This design comes from an exercise in tuning for a short achievable clock period and few clock cycles on the open sky130 flow, not from production work.
No run shown here included a check of the RTL's function; only the layout flow was run.
Power and IR drop assume default switching activity.

## design/flow/run.sh

```bash
#!/bin/bash
# synth_recipe.tcl (not shown) runs the flow's synth.tcl, then flattens the netlist and writes it again
# the make line also repeats each setting of config.mk as NAME=value (left out here)
make -C /OpenROAD-flow-scripts/flow DESIGN_CONFIG=/design/flow/config.mk WORK_HOME=/design/flow/orfs CLKGATE_MAP_FILE= SYNTH_SCRIPT=/design/flow/synth_recipe.tcl finish
```

## design/flow/config.mk

```make
export PLATFORM = sky130hd
export DESIGN_NAME = mips
export DESIGN_NICKNAME = mips
export VERILOG_FILES = /design/flow/design.v
export SDC_FILE = /design/flow/constraint.sdc
export NUM_CORES = 4
export LEC_CHECK = 0
export CAP_MARGIN = 20
export CORE_MARGIN = 2
export CORE_UTILIZATION = 40
export SLEW_MARGIN = 20
```

## design/flow/constraint.sdc

```tcl
create_clock -name core_clock -period 5.2 [get_ports {clk}]
set_input_delay 1.0400 -clock core_clock [delete_from_list [all_inputs] [get_ports {clk}]]
set_output_delay 1.0400 -clock core_clock [all_outputs]
set_load 0.01 [all_outputs]
```

## design/flow/design.v

```verilog
module mips#(parameter WIDTH=32,INST_WIDTH=32,REG_COUNT_BITS=5)
				(input clk,input reset,output [WIDTH-1:0]pc,input [INST_WIDTH-1:0]inst,
				 output [WIDTH-1:0] mem_addr,input [WIDTH-1:0] read_data,output  mem_write,output [WIDTH-1:0]write_data);
	reg [31:0] pc_f;
	reg [31:0] inst_d, pc4_d;
	reg        valid_d;
	reg [31:0] a_x, b_x, sd_x, btgt_x;
	reg        fa_x, fb_x, fsda_x, fsdl_x;
	reg        add_x, sub_x, and_x, or_x, slt_x;
	reg        we_x, load_x, store_x, beq_x;
	reg [4:0]  dst_x;
	reg [31:0] res_m, sd_m;
	reg        we_m, load_m, store_m;
	reg [4:0]  dst_m;
	reg [31:0] rf [1:31];
	wire stall, mispredict;
	wire [31:0] pc4_f = pc_f + 32'd4;
	wire f_j  = inst[31:26] == 6'b000010;
	wire f_bt = inst[31:26] == 6'b000100 && inst[25:21] == inst[20:16];
	wire [31:0] f_jtgt = {pc4_f[31:28], inst[25:0], 2'b00};
	wire [31:0] f_btgt = pc4_f + {{14{inst[15]}}, inst[15:0], 2'b00};
	wire [31:0] f_next = f_j ? f_jtgt : f_bt ? f_btgt : pc4_f;
	always @(posedge clk, posedge reset) begin
		if (reset) pc_f <= 32'd0;
		else if (mispredict) pc_f <= btgt_x;
		else if (!stall) pc_f <= f_next;
	end
	always @(posedge clk, posedge reset) begin
		if (reset) valid_d <= 1'b0;
		else if (mispredict) valid_d <= 1'b0;
		else if (!stall) valid_d <= 1'b1;
	end
	always @(posedge clk) begin
		if (!stall) begin
			inst_d <= inst;
			pc4_d  <= pc4_f;
		end
	end
	wire [5:0] op = inst_d[31:26];
	wire [5:0] fn = inst_d[5:0];
	wire [4:0] rs = inst_d[25:21];
	wire [4:0] rt = inst_d[20:16];
	wire [4:0] rd = inst_d[15:11];
	wire rtype  = op == 6'b000000;
	wire d_add  = rtype && fn == 6'b100000;
	wire d_sub  = rtype && fn == 6'b100010;
	wire d_and  = rtype && fn == 6'b100100;
	wire d_or   = rtype && fn == 6'b100101;
	wire d_slt  = rtype && fn == 6'b101010;
	wire d_r    = d_add | d_sub | d_and | d_or | d_slt;
	wire d_lw   = op == 6'b100011;
	wire d_sw   = op == 6'b101011;
	wire d_addi = op == 6'b001000;
	wire d_beq  = op == 6'b000100 && rs != rt;
	wire [4:0] dst = d_r ? rd : rt;
	wire d_we   = valid_d && (d_r || d_lw || d_addi) && dst != 5'd0;
	wire uses_rs = d_r | d_lw | d_sw | d_addi | d_beq;
	wire uses_rt = d_r | d_beq;
	wire use_imm = d_lw | d_sw | d_addi;
	wire [31:0] simm = {{16{inst_d[15]}}, inst_d[15:0]};
	wire [31:0] wval = load_m ? read_data : res_m;
	wire [31:0] rs_val = (we_m && dst_m == rs) ? wval : (rs == 5'd0 ? 32'd0 : rf[rs]);
	wire [31:0] rt_val = (we_m && dst_m == rt) ? wval : (rt == 5'd0 ? 32'd0 : rf[rt]);
	assign stall = valid_d && load_x && ((dst_x == rs && uses_rs) || (dst_x == rt && uses_rt));
	wire bubble = stall || mispredict || !valid_d;
	always @(posedge clk) begin
		a_x    <= rs_val;
		b_x    <= use_imm ? simm : rt_val;
		sd_x   <= rt_val;
		btgt_x <= pc4_d + {simm[29:0], 2'b00};
		fa_x   <= we_x && !load_x && dst_x == rs;
		fb_x   <= we_x && !load_x && dst_x == rt && !use_imm;
		fsda_x <= we_x && !load_x && dst_x == rt;
		fsdl_x <= we_x && load_x && dst_x == rt;
		add_x  <= d_add | d_lw | d_sw | d_addi;
		sub_x  <= d_sub;
		and_x  <= d_and;
		or_x   <= d_or;
		slt_x  <= d_slt;
		dst_x  <= dst;
	end
	always @(posedge clk, posedge reset) begin
		if (reset) begin
			we_x    <= 1'b0;
			load_x  <= 1'b0;
			store_x <= 1'b0;
			beq_x   <= 1'b0;
		end else begin
			we_x    <= d_we && !bubble;
			load_x  <= d_we && d_lw && !bubble;
			store_x <= d_sw && !bubble;
			beq_x   <= d_beq && !bubble;
		end
	end
	wire [31:0] a = fa_x ? res_m : a_x;
	wire [31:0] b = fb_x ? res_m : b_x;
	wire [31:0] sum = a + b;
	wire [31:0] dif = a - b;
	wire [31:0] res = ({32{add_x}} & sum) | ({32{sub_x}} & dif) |
	                  ({32{and_x}} & (a & b)) | ({32{or_x}} & (a | b)) |
	                  {31'd0, slt_x & dif[31]};
	assign mispredict = beq_x && a == b;
	wire [31:0] sd = fsda_x ? res_m : fsdl_x ? read_data : sd_x;
	always @(posedge clk) begin
		res_m <= res;
		sd_m  <= sd;
		dst_m <= dst_x;
	end
	always @(posedge clk, posedge reset) begin
		if (reset) begin
			we_m    <= 1'b0;
			load_m  <= 1'b0;
			store_m <= 1'b0;
		end else begin
			we_m    <= we_x;
			load_m  <= load_x;
			store_m <= store_x;
		end
	end
	always @(posedge clk) begin
		if (we_m) rf[dst_m] <= wval;
	end
	assign pc = pc_f;
	assign mem_addr = res_m;
	assign mem_write = store_m;
	assign write_data = sd_m;
endmodule
```

==> results of run 1 <==
## stage by stage
stage	total power, uW	hold slack [ns]	utilization, %	instance area (sq um)
2_1_floorplan	16400	0.323	-	65500
3_3_place_gp	18400	0.332	43.2	70300
3_5_place_dp	18400	0.331	43.2	70300
4_1_cts	28500	0.357	46.0	74900
5_1_grt	29400	0.373	46.0	74900
6_report	28400	0.348	46.0	74900
## power groups by stage
stage / Sequential, uW / Clock, uW / Combinational (uW)
finish: 12900 / 10000 / 5410
global route: 13000 / 10600 / 5840
CTS: 12900 / 10200 / 5340
detailed placement: 13100 / 0 / 5310
global placement: 13100 / 0 / 5270
floorplan: 12900 / 0 / 3460
## Yosys cell counts, types with 11 or more instances
cell / number
sky130_fd_sc_hd__buf_2: 29
sky130_fd_sc_hd__dfxtp_1: 221
sky130_fd_sc_hd__nor2_1: 283
sky130_fd_sc_hd__o21bai_1: 15
sky130_fd_sc_hd__nor4_1: 15
sky130_fd_sc_hd__nand4_1: 19
sky130_fd_sc_hd__mux2_2: 11
sky130_fd_sc_hd__nand2b_1: 16
sky130_fd_sc_hd__o221ai_1: 24
sky130_fd_sc_hd__a221oi_1: 23
sky130_fd_sc_hd__o21ai_0: 134
sky130_fd_sc_hd__dfrtp_1: 40
sky130_fd_sc_hd__a21o_1: 43
sky130_fd_sc_hd__o22ai_1: 72
sky130_fd_sc_hd__mux2i_1: 259
sky130_fd_sc_hd__nand3_1: 53
sky130_fd_sc_hd__a21oi_1: 186
sky130_fd_sc_hd__o221a_2: 13
sky130_fd_sc_hd__a211oi_1: 94
sky130_fd_sc_hd__clkbuf_1: 205
sky130_fd_sc_hd__a31oi_1: 16
sky130_fd_sc_hd__buf_1: 50
sky130_fd_sc_hd__o211ai_1: 21
sky130_fd_sc_hd__or3_1: 13
sky130_fd_sc_hd__inv_1: 170
sky130_fd_sc_hd__and3_1: 26
sky130_fd_sc_hd__ha_1: 160
sky130_fd_sc_hd__nor2b_1: 15
sky130_fd_sc_hd__xor2_1: 49
sky130_fd_sc_hd__xnor2_1: 60
sky130_fd_sc_hd__o31ai_1: 12
sky130_fd_sc_hd__nor3_1: 33
sky130_fd_sc_hd__nand2_1: 185
sky130_fd_sc_hd__edfxtp_1: 1056
sky130_fd_sc_hd__mux4_2: 552
sky130_fd_sc_hd__o21a_1: 16
## kinds of logic after synthesis
logic type                 Yosys count  synth area share [%]
buffers and inverters              459                  2.72
DFF                               1317                  56.7
muxes                              822                  23.1
adders and majority gates          164                  3.18
and+or+nand+nor                    721                  5.06
xor gates and xnor gates           109                  1.46
AOI/OAI and AO/OA                  764                  7.76
## sequential cells by signal, summed over array words and instances (netlist names), 5 cells and up, named ones only
name    count
a_x        32
pc_f       32
rf        992
pc4_d      32
b_x        32
sd_m       32
btgt_x     32
res_m      32
dst_m       5
dst_x       5
inst_d     32
sd_x       32
## worst reg2reg max path: cells and delay by family, from the launching register on
family                   cells  cell delay, ns
AND/OR/NAND/NOR              5            2.13
flip-flops                   1            0.82
AO/OA/AOI/OAI                2            0.51
multiplexers                 1            0.42
adder cells (fa/ha/maj)      1            0.41
## cell type report
type | count | area, sq um
flip-flops and latches | 1317 | 37200
clock inverters | 70 | 702
repair buffers | 295 | 2920
well taps | 2175 | 2720
fillers | 14000 | 87900
clock buffers | 192 | 3860
multi-input cells | 2580 | 26900
inverters | 170 | 639
diodes | 2 | 5.00
## cell usage in the layout, fill, tap and decap left out, types with 39 or more instances in the layout
| master | instances |
|---|---|
| sky130_fd_sc_hd__edfxtp_1 | 1056 |
| sky130_fd_sc_hd__mux4_2 | 552 |
| sky130_fd_sc_hd__mux2i_1 | 259 |
| sky130_fd_sc_hd__nor2_1 | 252 |
| sky130_fd_sc_hd__dfxtp_1 | 207 |
| sky130_fd_sc_hd__a21oi_1 | 186 |
| sky130_fd_sc_hd__nand2_1 | 185 |
| sky130_fd_sc_hd__inv_1 | 168 |
| sky130_fd_sc_hd__clkdlybuf4s50_1 | 162 |
| sky130_fd_sc_hd__ha_1 | 160 |
| sky130_fd_sc_hd__clkbuf_16 | 144 |
| sky130_fd_sc_hd__o21ai_0 | 133 |
| sky130_fd_sc_hd__buf_4 | 110 |
| sky130_fd_sc_hd__a211oi_1 | 94 |
| sky130_fd_sc_hd__o22ai_1 | 72 |
| sky130_fd_sc_hd__xnor2_1 | 60 |
| sky130_fd_sc_hd__nand3_1 | 51 |
| sky130_fd_sc_hd__xor2_1 | 49 |
| sky130_fd_sc_hd__a21o_1 | 43 |
| sky130_fd_sc_hd__clkbuf_1 | 40 |
| sky130_fd_sc_hd__dfrtp_1 | 39 |
## metal layers
metal,up-vias,wire length (um)
met5,-,42
met4,6,6540
met2,2068,98100
li1,17800,-
met1,21900,84300
met3,353,16000
## final timing paths
kind	to	slack (ns)	cells past startpoint	from
worst min-delay path	btgt_x[1]$_DFF_P_	0.35	0	pc4_d[1]$_DFFE_PN_
min in group asynchronous	pc_f[4]$_DFFE_PP0P_	0.77	3	reset
worst min register to register	btgt_x[1]$_DFF_P_	0.35	0	pc4_d[1]$_DFFE_PN_
worst max register to register	pc_f[24]$_DFFE_PP0P_	0.79	9	fb_x$_DFF_P_
worst max-delay path	pc_f[24]$_DFFE_PP0P_	0.79	9	fb_x$_DFF_P_
max in group asynchronous	load_m$_DFF_PP0_	3.95	3	reset
==> run notes, run 1 <==
* Die X at 409 um
* Post-Syn Area at 0.0655 sq mm
* Kind of end point of the critical path: flop
* Post-synth EDFFs at 1056
* Placed wire-length estimate at 130000 um
* Via density at 6.19
* Die extent in y at 409 um
* GP Congestion at 0.929
* Combinational group share of total power at 19.1%
* Post-synthesis sequential area ratio at 56.7%
* Post-Synthesis Net Count at 4586
* Net switching fraction of the power at 28.5%
* Total Negative Setup Slacks at 0 ns
* Layout area overhead at 14.3%
* Worst path cell trace: mux2i_1, ha_1, nor4_1, nand3_1, or4_1, and2_4, a221o_1, a311oi_1, nor2_1
* Number of instances in the synthesized netlist at 4356
* Sw Pwr at 8090 uW
* Largest area contributor in the netlist: sky130_fd_sc_hd__edfxtp_1
* Count of clock tree sinks at 1317
* Final period demand of the worst path at 4.41 ns
* Hold buffer count at cts at 0
* Flip-flop and latch count after synthesis at 1317
* Number of unique standard cell types used by synthesis at 81
* Via total after detailed routing at 42100
* Max Clk Rate at 0.227 GHz
* Initial DRT Pass Iterations at 5
* Number of standard cells in the layout, taps in and fillers out at 6801
* Global-route wire length before repair at 295000 um
* Portion of total power attributed to sequential cells at 45.6%
* Biggest area contributors in the synthesized netlist: sky130_fd_sc_hd__edfxtp_1, sky130_fd_sc_hd__mux4_2, sky130_fd_sc_hd__dfxtp_1
* Global-route met1 utilization at 33.5%
* Setup repair after global routing missed its margin: false
* Number of antenna violations at the first check in global routing at 5
* Warning count from the yosys run at 1
* Critical path required time at 5.87 ns
* Level count of the clock H-tree at 4
* Post-Place Worst Slack at 0.487 ns
* Type of the tightest min-delay check: flop to flop
* Relative slew slack at 20.3%
* Via count of the first global-routing pass at 41300
* Post-layout net count at 4735
* Cell family with most CP delay: simple AND/OR/NAND/NOR gates
* Sum of buffers and inverters on the critical path at 0
* Drt drc at 0
* Post-CTS Resized at 0
* Fraction of registers with async set/reset at 3.04%
* Clock transition at the registers of the reported paths at 0.06 ns
* Average detailed-routed wire length per instance at 30.1 um
* Setup repair bufs after CTS at 0
* Overflow after GRT at 0
* Starting density of the core at 40.2%
* Number of buffers added by the clock tree synthesis step at 141
* Data arrival time of the worst path at 5.07 ns
* Largest net degree at the start of global routing at 108
* Placement Rows at 148
* Transition time at the pin with the least slew margin at 1.16 ns
* Slowest-stage cell, CP: sky130_fd_sc_hd__dfxtp_2
* Gr busiest metal: met2
* Number of violations reported at the end of detailed-routing iteration 0 at 5271
* Run status: finished clean
* Top cell type's share of synthesized area at 48.4%
* Worst stage delay on the critical path at 0.82 ns
* Core box area at 0.163 sq mm
* Slew Limit Fails at 0
* Clock Path Buffers at 3
* Max-cap violations at 0
* Final worst-path cycle share at 84.8%
* Met2 usage in global routing at 39.1%
* TritonCTS clock tree: done
* Met3 usage at 3.79%
* Dpl cells at 6537
* Sort of element at the start of the critical path: flop
* Clock Root Buffer: sky130_fd_sc_hd__clkbuf_16
* Final WS setup at 0.793 ns
* Share of layout cells above drive strength 1 at 21.5%
* Number of primary I/O pins at 163
* ANT nets after route at 0
* Share of total power in the clock network at 35.4%
* Internal power of the cells at 20300 uW
* Most frequently used flop master after synthesis: sky130_fd_sc_hd__edfxtp_1
* Number of endpoints with negative hold slack in the final report at 0
* Die footprint at 0.167 sq mm
* Power per cell area at 379 mW/mm^2
* Static Leak at 0.0257 uW
* Worst setup skew after layout at 0.0309 ns
* I/O Buffers at 162
* Total Routing Usage GR at 24.2%
* Category of the critical setup timing path: flop to flop
* Insertion delay to the later sink of the worst-skew pair at 0.79 ns
* Wirelength, routed at 205000 um
* # setup viols final at 0
* Crit Path Max Fanout at 19
* Maximum vdd drop at 0.000324 V
* Post-Syn Area per Cell at 15.0 sq um
==> run 2, diff against run 1 <==
--- a/design/flow/config.mk
+++ b/design/flow/config.mk
@@ -5,7 +5,9 @@
 export SDC_FILE = /design/flow/constraint.sdc
 export NUM_CORES = 4
 export LEC_CHECK = 0
+export ABC_CLOCK_PERIOD_IN_PS = 2500
 export CAP_MARGIN = 20
 export CORE_MARGIN = 2
 export CORE_UTILIZATION = 40
+export SETUP_SLACK_MARGIN = 2.6
 export SLEW_MARGIN = 20
==> run notes, run 2 <==
* Area after detailed placement at 0.0711 sq mm (+1.1%)
* Sort of element at the start of the critical path: flop
* Die footprint at 0.167 sq mm (unchanged)
* Area of the multi-input gates at 0.0311 sq mm (+16%)
* Register-to-Register Setup Slack at 1.56 ns (+0.77 ns)
* Placed wire-length estimate at 130000 um (+0.57%)
* Post-Route Utilization at 52.6% (+6.5 points)
* Post-Syn Area at 0.0655 sq mm (unchanged)
* Most common library cell in the layout ignoring fill and taps: sky130_fd_sc_hd__edfxtp_1
* Post-Syn Area per Cell at 15.0 sq um (unchanged)
* Overflow after GRT at 0 (unchanged)
* Hold path endpoint: btgt_x[1]$_DFF_P_
* Count of clock tree sinks at 1317 (unchanged)
* Combined flip-flop and latch cell area at 0.0373 sq mm (+0.37%)
* Warning count from the yosys run at 1 (unchanged)
* Cell count of the worst hold path at 0 (unchanged)
* Leading cell types in the layout, fill and taps excluded: sky130_fd_sc_hd__edfxtp_1, sky130_fd_sc_hd__mux4_2, sky130_fd_sc_hd__buf_4
* I/O Buffers at 162 (unchanged)
* Largest area contributor in the netlist: sky130_fd_sc_hd__edfxtp_1
* Share of total power in the clock network at 31.9% (-3.5 points)
* TritonCTS clock tree: done
* Number of primary I/O pins at 163 (unchanged)
* Slew Limit Fails at 0 (unchanged)
* Average detailed-routed wire length per instance at 31.1 um (+3.2%)
* Run status: finished clean
* Post-Place Worst Slack at 0.688 ns (+0.201 ns)
* Number of antenna violations at the first check in global routing at 4 (-1)
* Placement Rows at 148 (unchanged)
* Routed met1 length at 88200 um (+4.6%)
* Post-Synthesis Net Count at 4586 (unchanged)
* Max Clk Rate at 0.275 GHz (+21%)
* Starting density of the core at 40.2% (unchanged)
* Total Routing Usage GR at 26.5% (+2.3 points)
* ANT nets after route at 0 (unchanged)
* Leading cell type by number of instances after synthesis: sky130_fd_sc_hd__edfxtp_1
* Clock Path Buffers at 3 (unchanged)
* GP Congestion at 0.914 (-1.6%)
* Core box area at 0.163 sq mm (unchanged)
* Worst setup skew after layout at 0.0343 ns (+0.00341 ns)
* Kind of end point of the critical path: flop
* Net switching fraction of the power at 29.9% (+1.4 points)
* Post-layout net count at 5288 (+12%)
* Terminus of the critical flop-to-flop path: pc_f[24]$_DFFE_PP0P_
* Final worst-path cycle share at 70.0% (-15 points)
* Type of the tightest min-delay check: flop to flop
* Category of the critical setup timing path: flop to flop
* Most frequently used flop master after synthesis: sky130_fd_sc_hd__edfxtp_1
* Global-route wire length before repair at 320000 um (+8.6%)
* Drt drc at 0 (unchanged)
* Number of instances in the synthesized netlist at 4356 (unchanged)
* Crit Path Max Fanout at 9 (-10)
* Max-cap violations at 0 (unchanged)
* Flip-flop and latch count after synthesis at 1317 (unchanged)
* Clock Root Buffer: sky130_fd_sc_hd__clkbuf_16
* Setup repair after global routing missed its margin: true
* Portion of total power attributed to sequential cells at 42.4% (-3.2 points)
* Final WS setup at 1.56 ns (+0.769 ns)
* Routed length on met3 at 22300 um (+39%)
* Largest register FFs at 992 (unchanged)
* Sw Pwr at 9170 uW (+13%)
* Die extent in y at 409 um (unchanged)
* Depth of the most critical reg-to-reg path at 11 (+2)
* Most flops, register: rf
* Number of violations reported at the end of detailed-routing iteration 0 at 6130 (+16%)
* Initial DRT Pass Iterations at 5 (unchanged)
* Maximum vdd drop at 0.000394 V (+22%)
* Insertion delay to the later sink of the worst-skew pair at 0.80 ns (about the same)
* Internal power of the cells at 21500 uW (+5.9%)
* Clock transition at the registers of the reported paths at 0.06 ns (about the same)
* Static Leak at 0.0299 uW (+17%)
* Transition time at the pin with the least slew margin at 1.01 ns (-0.156 ns)
* Biggest area contributors in the synthesized netlist: sky130_fd_sc_hd__edfxtp_1, sky130_fd_sc_hd__mux4_2, sky130_fd_sc_hd__dfxtp_1
* Die X at 409 um (unchanged)
* Top cell type's share of synthesized area at 48.4% (unchanged)
* Combinational group share of total power at 25.6% (+6.5 points)
* R2r startpoint: fa_x$_DFF_P_
* Via count of the first global-routing pass at 44200 (+7.0%)
* Final period demand of the worst path at 3.64 ns (-0.769 ns)
* Relative slew slack at 31.5% (+11 points)
* Layout area overhead at 30.6%
* Post-synthesis sequential area ratio at 56.7% (unchanged)
* Top layer in use: met5
* Hold buffer count at cts at 0 (unchanged)
* Number of endpoints with negative hold slack in the final report at 0 (unchanged)
* Level count of the clock H-tree at 4 (unchanged)
* Number of buffers added by the clock tree synthesis step at 140 (-0.71%)
* Hold path startpoint: pc4_d[1]$_DFFE_PN_
* Number of unique standard cell types used by synthesis at 81 (unchanged)
* Wirelength, routed at 228000 um (+11%)
* Total Negative Setup Slacks at 0 ns (unchanged)
* Via density at 6.26 (+1.1%)
* Share of layout cells above drive strength 1 at 42.5% (+21 points)
* Routed length on met2 at 107000 um (+9.5%)
* Worst hold margin at 0.346 ns (-0.00216 ns)
* Cell area after layout at 0.0855 sq mm (+14%)
* Post-synth EDFFs at 1056 (unchanged)
* Fraction of registers with async set/reset at 3.04% (unchanged)
* # setup viols final at 0 (unchanged)
* Most numerous cell types in the synthesized netlist: sky130_fd_sc_hd__edfxtp_1, sky130_fd_sc_hd__mux4_2, sky130_fd_sc_hd__nor2_1
* Power per cell area at 358 mW/mm^2 (-5.4%)
* Largest net degree at the start of global routing at 79 (-27%)
* Via total after detailed routing at 46000 (+9.2%)
* Critical path required time at 5.88 ns (about the same)
* Layout fillers at 12900 (-7.9%)
* Data arrival time of the worst path at 4.32 ns (-0.75 ns)
## run 2: cell counts after synthesis
No cell type changed its count.
## run 2: metal layers
| metal | up-vias | track usage, % |
|---|---|---|
| met5 | - | 0 |
| met2 | 2758 | 41.8 |
| met3 | 483 | 5.10 |
| met1 | 23800 | 35.7 |
| met4 | 2 | 11.7 |
| li1 | 18900 | - |
## run 2: cell families (layout without fill, tap and decap cells)
logic type / count (synthesis) / after routing / synth area share (%)
AO/OA/AOI/OAI: 764 / 764 / 7.76
XOR/XNOR: 109 / 109 / 1.46
adder cells (fa/ha/maj): 164 / 164 / 3.18
buffers and inverters: 459 / 1267 / 2.72
flip-flops: 1317 / 1317 / 56.7
multiplexers: 822 / 822 / 23.1
other: 0 / 4 / 0
AND/OR/NAND/NOR: 721 / 721 / 5.06
## run 2: worst max path at each step
stage | from | to | slack (ns) | depth (start not counted)
floorplan | inst[0] | pc_f[24]$_DFFE_PP0P_ | 1.61 | 11
global placement | inst[0] | pc_f[24]$_DFFE_PP0P_ | 0.67 | 12
detailed placement | inst[0] | pc_f[24]$_DFFE_PP0P_ | 0.69 | 12
CTS | fb_x$_DFF_P_ | pc_f[24]$_DFFE_PP0P_ | 1.61 | 10
global route | pc_f[4]$_DFFE_PP0P_ | pc_f[26]$_DFFE_PP0P_ | 1.44 | 15
finish | fa_x$_DFF_P_ | pc_f[24]$_DFFE_PP0P_ | 1.56 | 11
## run 2: final cells by class
cell class	count	area share, %
sequential	1317	43.6
multi-input combinational	2580	36.4
timing repair inverter	18	0.152
tap	2175	3.18
timing repair buffer	831	10.6
clock buffer	187	4.57
antenna	4	0.0117
inverter	170	0.845
clock inverter	61	0.566
## run 2: power by group through the flow
stage               clock network (uW)  registers [uW]  logic, uW
floorplan                            0           12900       3670
global placement                     0           13200       5350
detailed placement                   0           13200       5390
CTS                               9880           13000       6810
global route                     10300           13000       8310
finish                            9790           13000       7860
## run 2: repair_timing
item | in CTS | in global routing
setup buffers | 347 | 147
gates cloned | 47 | 9
endpoints found under the setup margin | 1529 | 893
gates resized for setup | 876 | 346
pin swaps | 148 | 168
## run 2: stage by stage
step / power [uW] / std cells
after floorplan: 16600 / 4356
after global placement: 18600 / 6539
after detailed placement: 18600 / 6540
after CTS: 29600 / 7182
after global routing: 31600 / 7342
final: 30700 / 7343
## run 2: worst max-delay path, cell delays in order, from the launching register on
cell                       delay, ns
sky130_fd_sc_hd__dfxtp_4        0.38
sky130_fd_sc_hd__buf_12         0.15
sky130_fd_sc_hd__buf_4          0.12
sky130_fd_sc_hd__mux2i_1        0.24
sky130_fd_sc_hd__ha_2           0.39
sky130_fd_sc_hd__or2_4          0.31
sky130_fd_sc_hd__or4_4          0.52
sky130_fd_sc_hd__or4_4          0.61
sky130_fd_sc_hd__and2_4         0.21
sky130_fd_sc_hd__a221o_1        0.29
sky130_fd_sc_hd__a311oi_2       0.24
sky130_fd_sc_hd__nor2_1         0.06
==> run 3, diff against run 2 <==
==> design/flow/config.mk (replaced) <==
export PLATFORM = sky130hd
export DESIGN_NAME = mips
export DESIGN_NICKNAME = mips
export VERILOG_FILES = /design/flow/design.v
export SDC_FILE = /design/flow/constraint.sdc
export NUM_CORES = 4
export LEC_CHECK = 0
export ABC_CLOCK_PERIOD_IN_PS = 2000
export CAP_MARGIN = 20
export CORE_MARGIN = 2
export CORE_UTILIZATION = 60
export PLACE_DENSITY = 0.7
export SETUP_SLACK_MARGIN = 3.0
export SLEW_MARGIN = 20
==> run notes, run 3 <==
* Post-Syn Area at 0.0655 sq mm (unchanged)
* Number of primary I/O pins at 163 (unchanged)
* Post-synthesis sequential area ratio at 56.7% (unchanged)
* Level count of the clock H-tree at 4 (unchanged)
* Data arrival time of the worst path at 4.48 ns (+0.16 ns)
* Type of the tightest min-delay check: flop to flop
* Largest register FFs at 992 (unchanged)
* Static Leak at 0.0312 uW (+4.4%)
* Number of antenna violations at the first check in global routing at 8 (+4)
* Dpl cells at 5772 (-12%)
* Worst hold margin at 0.353 ns (+0.00695 ns)
* Most common library cell in the layout ignoring fill and taps: sky130_fd_sc_hd__edfxtp_1
* Clock transition at the registers of the reported paths at 0.06 ns (about the same)
* Largest net degree at the start of global routing at 65 (-18%)
* TritonCTS clock tree: done
* Final worst-path cycle share at 72.7% (+2.7 points)
* Via total after detailed routing at 49400 (+7.4%)
* Total Negative Setup Slacks at 0 ns (unchanged)
* I/O Buffers at 162 (unchanged)
* Via count of the first global-routing pass at 47100 (+6.4%)
* Core box area at 0.109 sq mm (-33%)
* Number of instances in the synthesized netlist at 4356 (unchanged)
* Cell count of the worst hold path at 0 (unchanged)
* Die extent in y at 334 um (-18%)
* Insertion delay to the later sink of the worst-skew pair at 0.78 ns (-0.02 ns)
* Transition time at the pin with the least slew margin at 1.23 ns (+0.221 ns)
* Total Routing Usage GR at 41.1% (+15 points)
* Worst setup skew after layout at 0.0303 ns (-0.00396 ns)
* Placed wire-length estimate at 126000 um (-3.3%)
* Largest area contributor in the netlist: sky130_fd_sc_hd__edfxtp_1
* Hold path endpoint: btgt_x[0]$_DFF_P_
* Run status: finished clean
* # setup viols final at 0 (unchanged)
* Max-cap violations at 0 (unchanged)
* Number of buffers added by the clock tree synthesis step at 142 (+1.4%)
* Clock Path Buffers at 3 (unchanged)
* Count of clock tree sinks at 1317 (unchanged)
* Number of violations reported at the end of detailed-routing iteration 0 at 7366 (+20%)
* Number of standard cells in the layout, taps in and fillers out at 6749 (-8.1%)
* Terminus of the critical flop-to-flop path: pc_f[31]$_DFFE_PP0P_
* Die footprint at 0.112 sq mm (-33%)
* GP Congestion at 0.930 (+1.8%)
* Max Clk Rate at 0.265 GHz (-3.8%)
* Placement Rows at 121 (-18%)
* Number of endpoints with negative hold slack in the final report at 0 (unchanged)
* Most flops, register: rf
* Register-to-Register Setup Slack at 1.42 ns (-0.14 ns)
* Post-synth EDFFs at 1056 (unchanged)
* Category of the critical setup timing path: flop to flop
* Number of unique standard cell types used by synthesis at 81 (unchanged)
* Post-layout net count at 5446 (+3.0%)
* Die X at 334 um (-18%)
* Via density at 7.32 (+17%)
* Top cell type's share of synthesized area at 48.4% (unchanged)
* Post-Syn Area per Cell at 15.0 sq um (unchanged)
* Power per cell area at 369 mW/mm^2 (+3.0%)
* Most frequently used flop master after synthesis: sky130_fd_sc_hd__edfxtp_1
* Hold path startpoint: pc4_d[0]$_DFFE_PN_
* Crit Path Max Fanout at 4 (-5)
* Maximum vdd drop at 0.000331 V (-16%)
* R2r startpoint: pc_f[6]$_DFFE_PP0P_
* Starting density of the core at 60.3% (+20 points)
* Biggest area contributors in the synthesized netlist: sky130_fd_sc_hd__edfxtp_1, sky130_fd_sc_hd__mux4_2, sky130_fd_sc_hd__dfxtp_1
* Wirelength, routed at 242000 um (+6.0%)
* Clock Root Buffer: sky130_fd_sc_hd__clkbuf_16
* Layout area overhead at 34.5%
* Sort of element at the start of the critical path: flop
* Setup repair after global routing missed its margin: true
* Global-route wire length before repair at 329000 um (+2.8%)
* Post-Synthesis Net Count at 4586 (unchanged)
* Leading cell types in the layout, fill and taps excluded: sky130_fd_sc_hd__edfxtp_1, sky130_fd_sc_hd__mux4_2, sky130_fd_sc_hd__buf_4
* Slew Limit Fails at 0 (unchanged)
* Most numerous cell types in the synthesized netlist: sky130_fd_sc_hd__edfxtp_1, sky130_fd_sc_hd__mux4_2, sky130_fd_sc_hd__nor2_1
* Leading cell type by number of instances after synthesis: sky130_fd_sc_hd__edfxtp_1
* Overflow after GRT at 0 (unchanged)
* ANT nets after route at 0 (unchanged)
* Flip-flop and latch count after synthesis at 1317 (unchanged)
* Drt drc at 0 (unchanged)
* Initial DRT Pass Iterations at 8 (+3)
* Share of layout cells above drive strength 1 at 47.4% (+4.9 points)
* Final period demand of the worst path at 3.78 ns (+0.142 ns)
* Depth of the most critical reg-to-reg path at 15 (+4)
* Critical path required time at 5.90 ns (+0.02 ns)
* Relative slew slack at 18.1% (-13 points)
* Fraction of registers with async set/reset at 3.04% (unchanged)
* Average detailed-routed wire length per instance at 35.9 um (+15%)
* Warning count from the yosys run at 1 (unchanged)
* Kind of end point of the critical path: flop
## run 3: worst max path at each step
stage / from / to / slack [ns] / depth (start not counted)
after floorplan: inst[0] / pc_f[24]$_DFFE_PP0P_ / 1.61 / 11
after global placement: inst[0] / pc_f[24]$_DFFE_PP0P_ / 0.61 / 12
after detailed placement: inst[0] / pc_f[26]$_DFFE_PP0P_ / 0.64 / 12
after CTS: fb_x$_DFF_P_ / pc_f[24]$_DFFE_PP0P_ / 1.68 / 11
after global routing: pc_f[6]$_DFFE_PP0P_ / pc_f[31]$_DFFE_PP0P_ / 1.36 / 15
final: pc_f[6]$_DFFE_PP0P_ / pc_f[31]$_DFFE_PP0P_ / 1.42 / 15
## run 3: logic make-up after synthesis
family / Yosys count / synth area share, %
flops: 1317 / 56.7
buf+inv: 459 / 2.72
xor+xnor: 109 / 1.46
fa+ha+maj: 164 / 3.18
simple gates: 721 / 5.06
mux: 822 / 23.1
compound gates: 764 / 7.76
## run 3: report_power, final
part / internal (uW) / switching [uW] / leakage (uW) / total, uW
registers: 12400 / 526 / 0.0121 / 13000
logic: 4100 / 5020 / 0.0168 / 9120
clock network: 6060 / 4360 / 0.00231 / 10400
## run 3: cell type report
| type | count | area, sq um |
|---|---|---|
| Antenna cell | 5 | 12.5 |
| Clock buffer | 185 | 3860 |
| Clock inverter | 73 | 877 |
| Fill cell | 5264 | 20400 |
| Inverter | 170 | 766 |
| Multi-Input combinational cell | 2584 | 31800 |
| Sequential cell | 1317 | 37400 |
| Tap cell | 1414 | 1770 |
| Timing Repair Buffer | 973 | 11400 |
| Timing Repair inverter | 28 | 204 |
## run 3: what timing repair did
| action | CTS | global route |
|---|---|---|
| hold buffers | 0 | 0 |
| setup buffers | 437 | 188 |
| gates cloned | 70 | 19 |
| pin swaps | 207 | 213 |
| resized for setup | 1336 | 434 |
| setup endpoints to repair | 2284 | 1132 |
## run 3: stage by stage
stage	cell area, sq um	worst slack [ns]	utilization, %	total power [uW]
final	88100	1.42	81.2	32500
after global routing	88100	1.36	81.2	33300
after CTS	84200	1.68	77.5	30800
after detailed placement	70300	0.639	64.8	18700
after global placement	70200	0.609	64.7	18600
after floorplan	67300	1.61	-	16700
## run 3: critical path: stages (launching register included)
cell	delay (ns)
sky130_fd_sc_hd__dfrtp_1	0.38
sky130_fd_sc_hd__buf_6	0.14
sky130_fd_sc_hd__and3_1	0.14
sky130_fd_sc_hd__nand3_1	0.13
sky130_fd_sc_hd__xnor2_2	0.22
sky130_fd_sc_hd__ha_1	0.29
sky130_fd_sc_hd__nor4_1	0.42
sky130_fd_sc_hd__o21ai_2	0.18
sky130_fd_sc_hd__a41oi_4	0.34
sky130_fd_sc_hd__o31ai_2	0.10
sky130_fd_sc_hd__buf_4	0.16
sky130_fd_sc_hd__o211ai_1	0.27
sky130_fd_sc_hd__o21ba_2	0.22
sky130_fd_sc_hd__mux2_4	0.30
sky130_fd_sc_hd__o32a_1	0.28
sky130_fd_sc_hd__o21ai_1	0.12
## run 3: routing by layer
metal / part of all wire (%) / global-route usage, %
met1: 34 / 54.3
met2: 45 / 62.9
met4: 7.1 / 21.6
met3: 14 / 11.6
met5: 0.016 / 0

static timing again, ports no longer ideal:
In the flow no input, the clock included, has a driving cell. The finished layouts below were timed again as built, in two steps. Step 1 (the two cells are an assumption about what drives the block):
set clk [get_ports {clk}]
set_driving_cell -lib_cell sky130_fd_sc_hd__clkbuf_16 $clk
set_driving_cell -lib_cell sky130_fd_sc_hd__buf_2 [delete_from_list [all_inputs] $clk]
Step 2, shift: input delay + t, output delay - t, t = (earliest + latest rising clock arrival at the registers) / 2. This alone moves slack from input paths to output paths. Slacks: ideal / step 1 / step 2; pairs: ideal / step 1.
| run | shift t [ns] | slack for setup (ns) | worst slew at a driven data input, ns | pins driven straight from the clock port |
|---|---|---|---|---|
| run 1 | 0.857 | 0.793 / 0.793 / 0.408 | 0.12 | 1 |
| run 2 | 0.873 | 1.562 / 1.562 / 0.930 | 0.12 | 1 |
| run 3 | 0.845 | 1.420 / 1.420 / 0.778 | 0.13 | 1 |
After both steps every run listed still meets setup and hold. The setup slack of run 3, which loses most, moves by 0.000 ns with the drivers and by -0.642 ns with both steps.
